This design comes from an exercise in tuning for small area, a short achievable clock period and few clock cycles per item on the open sky130 flow, not from production work.
Function was checked by simulation only, so behaviour that the tests miss may differ from the original.
Power is estimated from default activity; no workload was simulated.

// joltage
module joltage #(parameter int LENGTH = 100) (
    input logic clk, rst, start, data_valid,
    input logic [4*LENGTH-1:0] line_flat,
    output logic [15:0] joltage1_out,
    output logic [63:0] joltage2_out,
    output logic done
    );
export LEC_CHECK = 0
export ABC_AREA = 1
export CAP_MARGIN = 20
export CORE_MARGIN = 2
export CORE_UTILIZATION = 40
export CTS_BUF_LIST = sky130_fd_sc_hd__clkbuf_8
export SLEW_MARGIN = 20
create_clock -name core_clock -period 25.0 [get_ports {clk}]
standard.sh (not shown) runs the stock make flow with config.mk's settings and CLKGATE_MAP_FILE= SYNTH_SCRIPT=/design/flow/synth_recipe.tcl, a recipe that flattens the netlist after the stock synthesis.
==> flow/flow/run.sh <==
#!/bin/bash
# Standard layout with three changes to how it is made (the SDC, clock period
# and I/O delays are the design's, unchanged):
# - repair_timing is asked for a setup margin, so that it sizes and buffers
#   the design for the period it can reach rather than just 25 ns;
# - the port buffers are buf_1 cells instead of the default choice;
# - the clock tree uses clkbuf_8 cells (set in config.mk).
set -euo pipefail
export SETUP_SLACK_MARGIN=17
export BUFFER_PORTS_ARGS="-buffer_cell sky130_fd_sc_hd__buf_1"
bash standard.sh > standard.log 2>&1
Testbench counts at the start, summed over its fixed seeds: cycles 2,313, lines 240.
Change:
--- a/flow/design.v
+++ b/flow/design.v
@@ -120,15 +120,14 @@
         nd = 4'd0;
         for (int t = 0; t < TL; t++)
             if (j == 4'(t)) nd = nd | ln[HEAD+t];
     end
     logic [LENGTH-1:0] act;          
     logic [TL+1:0] hiok;             
-    logic [LENGTH-1:0] c4, c2, c1, c0, a1, a2, an;
-    logic [3:0] mx, sv;               
-    logic nle;                        
+    logic [LENGTH-1:0] c4, c2, c1, c0, a1, a2;
+    logic [3:0] mx;
     always_comb begin : select
         logic h8, h4;
         c4 = act & {hiok[TL-1:0], {HEAD{1'b1}}};
         h8 = |(c4 & pl[3]);
         h4 = |(c4 & pl[2]);
         mx[3] = h8;
@@ -136,53 +135,49 @@
         c2 = c4 & (h8 ? pl[3] : (pl[2] | {LENGTH{~h4}}));
         mx[1] = |(c2 & pl[1]);
         c1 = c2 & (pl[1] | {LENGTH{~mx[1]}});
         mx[0] = |(c1 & pl[0]);
         c0 = c1 & (pl[0] | {LENGTH{~mx[0]}});
         {a2, a1} = pfx2(c0);
-        nle = ge4(mx, nd);
-        take2 = ((mx[0] ? two_ones(c1 & pl[0]) : two_ones(c1)) || !nle) && j != 4'(K - 1);
-        sv = nle ? mx : nd;
-        an = {~{hiok[TL-2:0], 1'b1}, {HEAD{1'b0}}};
+        take2 = (mx[0] ? two_ones(c1 & pl[0]) : two_ones(c1)) && ge4(mx, nd) && j != 4'(K - 1);
     end
     always_ff @(posedge clk) begin : select_seq
         if (waitd) begin
             act  <= '1;
             hiok <= '0;
         end else begin
-            act  <= take2 ? (nle ? a2 : an) : a1;
+            act  <= take2 ? a2 : a1;
             hiok <= take2 ? {hiok[TL-1:0], 2'b11} : {hiok[TL:0], 1'b1};
         end
     end
-    logic [3:0] mreg, sreg, m0, m1, pd;
+    logic [3:0] mreg, m0, m1, pd;
     logic two;                       
     logic pend;                      
     logic upd;                       
     logic [6:0] dd;                  
     logic [39:0] v;
     logic [63:0] sum;
     always_comb begin : horner_add
         upd = pend | two;
-        dd = pend ? 7'(pd * 4'd10) + 7'(mreg) : 7'(mreg * 4'd10) + 7'(sreg);
+        dd = pend ? 7'(pd * 4'd10) + 7'(mreg) : 7'(mreg * 4'd11);
         sum = (fin ? joltage2_out : 64'd0) + (64'(v) << 6) + (64'(v) << 5) + (64'(v) << 2) + 64'(dd);
     end
     always_ff @(posedge clk) begin : horner
         mreg <= mx;
-        sreg <= sv;
         two  <= take2;
         if (sel && j == 4'd0) begin
             m0 <= mx;
-            if (take2) m1 <= sv;
+            if (take2) m1 <= mx;
         end
         if (sel && j == 4'd1) m1 <= mx;
         if (first) begin
             v    <= 40'd0;
             pend <= 1'b0;
         end else begin
             if (upd) v <= sum[39:0];
-            if (pend == two) pd <= pend ? sreg : mreg;
+            if (pend == two) pd <= mreg;
             pend <= pend ^ ~two;
         end
     end
     logic [43:0] tdig;
     always_comb
         for (int t = 0; t < TL; t++) tdig[4*t +: 4] = ln[HEAD+t];
The changed run finished clean.
Power came out higher by 1.2%.
Wire length decreases by 5.3%.
Die area went up by 0.55%.
Worst setup slack gets better by 0.12 ns.
Non-clock buffer count falls by 15.
Cell area hardly moves.
Sequential power stays flat.
Sequential share of layout area went down by 0.14 points.
Via count hardly moves.
Testbench counts after the change, summed over its fixed seeds: cycles 2,384, lines 240.

-- re-timing with driven ports --
No port has a modelled driver above. Below, the same layouts with a new extraction and two added sets of constraints. Step 1: set_driving_cell puts a clkbuf_16 on clk and a buf_2 on each other input, an assumption about the parent block. Step 2 also shifts input and output timing later by t, the mid clock arrival at the registers, as if the neighbouring blocks saw the same clock. Slacks: ideal ports / drivers / drivers and shift; pairs: ideal ports / drivers.
run	t, ns	setup WS [ns]	hold slack, ns	worst setup path after step 2	worst register clock-pin slew, ns
the first run	0.909	16.965 / 16.965 / 16.965	0.462 / 0.462 / 0.462	register to register	0.08 / 0.08
the second run	0.895	17.088 / 17.088 / 17.088	0.465 / 0.465 / 0.465	register to register	0.08 / 0.08
After both steps every run listed still meets setup and hold.
